This design comes from an exercise in tuning for small area, a short achievable clock period and few clock cycles on the open sky130 flow, not from production work. Function was checked by simulation only, so behaviour that the tests miss may differ from the original. The clock port is modelled as an ideal driver, which makes a skipped or thinned clock tree look cheaper than it is; a real chip needs a root buffer or a tree. Power figures rest on the tool's default switching activity, not on a simulated workload.

Design STI_DAC, start of the top module:
module STI_DAC(clk ,reset, load, pi_data, pi_length, pi_fill, pi_msb, pi_low, pi_end,
	       so_data, so_valid,
	       oem_finish, oem_dataout, oem_addr,
	       odd1_wr, odd2_wr, odd3_wr, odd4_wr, even1_wr, even2_wr, even3_wr, even4_wr);
For scale: about 150 cells after synthesis, ~30 flip-flops, ~49 I/O pins.
Settings: LEC_CHECK=0, CAP_MARGIN=20, CORE_MARGIN=2, CORE_UTILIZATION=40, SETUP_SLACK_MARGIN=2.25, SLEW_MARGIN=20; clock period 4.0 ns.
standard.sh (not shown) runs the stock make flow with config.mk's settings and CLKGATE_MAP_FILE= SYNTH_SCRIPT=/design/flow/synth_recipe.tcl, a recipe that flattens the netlist after the stock synthesis.
==> flow/flow/run.sh <==
#!/bin/bash
# Standard synthesis and layout, with plain buf_1 port buffers, free cell
# sizing, and a single clock buffer in place of the clock tree (pre_cts.tcl).
set -euo pipefail
here=$(pwd)
bash standard.sh synth > synth.log 2>&1
bash standard.sh 'BUFFER_PORTS_ARGS=-buffer_cell sky130_fd_sc_hd__buf_1' MATCH_CELL_FOOTPRINT=0 "PRE_CTS_TCL=$here/flow/pre_cts.tcl" finish > layout.log 2>&1
==> flow/flow/pre_cts.tcl <==
# Clock tree: one clkbuf_16, placed at the centre of the registers, drives
# every register's clock pin (the design has about 30 registers). This
# replaces ORFS's two-level H-tree; all registers still see the same clock.
set block [ord::get_db_block]
set clknet [$block findNet clk]
set sinks {}
set sx 0
set sy 0
foreach it [$clknet getITerms] {
  set inst [$it getInst]
  set box [$inst getBBox]
  set sx [expr {$sx + ([$box xMin] + [$box xMax]) / 2}]
  set sy [expr {$sy + ([$box yMin] + [$box yMax]) / 2}]
  lappend sinks $it
}
set n [llength $sinks]
puts "pre_cts: $n clock sinks"
set master [[ord::get_db] findMaster sky130_fd_sc_hd__clkbuf_16]
set buf [odb::dbInst_create $block $master clkbuf_root]
set leaf [odb::dbNet_create $block clknet_root]
$leaf setSigType CLOCK
foreach it $sinks {
  $it disconnect
  $it connect $leaf
}
[$buf findITerm A] connect $clknet
[$buf findITerm X] connect $leaf
$buf setLocation [expr {$sx / $n}] [expr {$sy / $n}]
$buf setPlacementStatus PLACED
set_propagated_clock [all_clocks]
# the tree is built; skip ORFS's clock tree synthesis
proc clock_tree_synthesis {args} { puts "pre_cts: clock_tree_synthesis skipped" }
Testbench counts at the start, summed over its fixed seeds: cycles 10,845.
==> next run, changes <==
CORE_UTILIZATION = 65   (was 40)
SETUP_SLACK_MARGIN = 2.1   (was 2.25)
The new run produced a clean layout. Power falls by a few percent. Final area drops by roughly a tenth. Via count grows slightly. Synthesized area does not change. Register-to-register slack loses 140 ps. Clock power barely changes. Global-route usage is higher by 11 points. Maximum frequency shrinks slightly.
==> next run, changes <==
CORE_UTILIZATION = 40   (was 65)
Outcome:
- The new run ran to the end with no violations
- hold slack stays flat
- setup slack gets better by 13 ps
- area after synthesis is unchanged
- cell area is higher by 0.87%
- die area is higher by 57%
- routed wire length is lower by 9.7%
- via count is lower by 2.5%
- register-to-register slack barely changes
- final cell count is higher by 9.1%
- total power is lower by 1.4%
- flip-flop and latch count is unchanged
==> next run, changes <==
CORE_UTILIZATION = 50   (was 40)
PLACE_DENSITY = 0.75   (was not set)
- flip-flop and latch count is unchanged
- die area shrinks by about a fifth
- wire length grows by a few percent
- critical path depth shrinks by 1
- design area shrinks slightly
- combinational power grows by a few percent
- synthesized cell count does not change
- sequential share of layout area grows by 0.38 points
No run of this note takes its clock network from TritonCTS; it comes from the design's own scripts or RTL.

========
Another version of the RTL of STI_DAC (not shown whole).
Size: ~190 cells after synthesis, roughly 31 flip-flops, roughly 49 I/O pins, roughly 0.0019 mm² of cells after synthesis.
## STI_DAC
module STI_DAC(clk ,reset, load, pi_data, pi_length, pi_fill, pi_msb, pi_low, pi_end,
	       so_data, so_valid,
	       oem_finish, oem_dataout, oem_addr,
	       odd1_wr, odd2_wr, odd3_wr, odd4_wr, even1_wr, even2_wr, even3_wr, even4_wr);
Settings: LEC_CHECK=0, CAP_MARGIN=20, CORE_MARGIN=2, CORE_UTILIZATION=40, SLEW_MARGIN=20; clock period 4.0 ns.
run.sh (not shown) runs the stock make flow with config.mk's settings and CLKGATE_MAP_FILE= SYNTH_SCRIPT=/design/flow/synth_recipe.tcl, a recipe that flattens the netlist after the stock synthesis.
Stock flow here: none of the scripts above is used.
Testbench counts at the start, summed over its fixed seeds: cycles 10,845.
Edit:
SETUP_SLACK_MARGIN = 2.3   (was not set)
Effect: Wire length is higher by about 10%; power goes up by about 30%; clock skew falls by 0.0030 ns; first-iteration DRC count came out higher by about 10%.

========
## run 4
STI_DAC, a different RTL version from the one above (not shown whole).
For scale: ~150 cells after synthesis, about 32 flip-flops, ~49 I/O pins.
clock: 4.0 ns
lec_check: 0
cap_margin: 20
core_margin: 2
core_utilization: 40
setup_slack_margin: 2.1
slew_margin: 20
standard.sh (not shown) runs the stock make flow with config.mk's settings and CLKGATE_MAP_FILE= SYNTH_SCRIPT=/design/flow/synth_recipe.tcl, a recipe that flattens the netlist after the stock synthesis.
==> flow/flow/run.sh <==
#!/bin/bash
# Standard synthesis and layout, with plain buf_1 port buffers and free cell sizing.
set -euo pipefail
bash standard.sh synth > synth.log 2>&1
bash standard.sh 'BUFFER_PORTS_ARGS=-buffer_cell sky130_fd_sc_hd__buf_1' MATCH_CELL_FOOTPRINT=0 finish > layout.log 2>&1
Testbench counts of run 4, summed over its fixed seeds: cycles 10,845.
Inputs modified between run 4 and run 1:
- a change of SETUP_SLACK_MARGIN from 2.1 to 2.4
Notes after the runs:
- Per the comparison of run 1 with run 4, quantity of gates resized following cts +about 30%, power consumption now sits higher, register-to-register slack went up, final-stage net count saw an increase, design area now sits higher.
- In the metrics for run 1 and run 4, the one carrying the higher clock buffer count in the final layout is run 4.
- Run 1: share of the core filled with cells in the final layout higher than run 4
- Run 1 vs. run 4: maximum frequency went up by 0.96%.
- Number of cells in the finished layout apart from fillers | run 1 above run 4

what the ideal ports hide:
The flow's constraints put no driver on any port. The routed layouts listed below were extracted and timed again, unchanged, in two steps.
Step 1: set_driving_cell puts a clkbuf_16 on clk and a buf_2 on each other input, an assumption about the parent block.
Step 2 also shifts input and output timing later by t, the mid clock arrival at the registers, as if the neighbouring blocks saw the same clock.
a / b / c = ideal / step 1 / step 2; a / b = the first two.
run | shift t [ns] | slack for setup (ns) | clock arrival spread, ns | slew at the worst register clock pin (ns)
the first run of note 1 | 0.196 | 2.173 / 2.142 / 2.095 | 0.005 / 0.005 | 0.11 / 0.11
the second run of note 1 | 0.190 | 2.139 / 2.111 / 2.002 | 0.004 / 0.003 | 0.10 / 0.10
the third run of note 1 | 0.194 | 2.153 / 2.122 / 2.015 | 0.005 / 0.005 | 0.10 / 0.10
the fourth run of note 1 | 0.196 | 2.138 / 2.109 / 1.993 | 0.003 / 0.003 | 0.11 / 0.11
the first run of note 2 | 0.294 | 1.055 / 1.030 / 1.291 | 0.006 / 0.007 | 0.06 / 0.06
the second run of note 2 | 0.298 | 1.772 / 1.749 / 1.882 | 0.004 / 0.004 | 0.06 / 0.06
run 4 | 0.298 | 2.066 / 2.040 / 1.879 | 0.005 / 0.005 | 0.07 / 0.07
run 1 | 0.296 | 2.084 / 2.061 / 2.054 | 0.009 / 0.009 | 0.07 / 0.07
After both steps setup and hold are still met in every run listed. The setup slack of run 4, which loses most, moves by -0.026 ns with the drivers and by -0.187 ns with both steps.
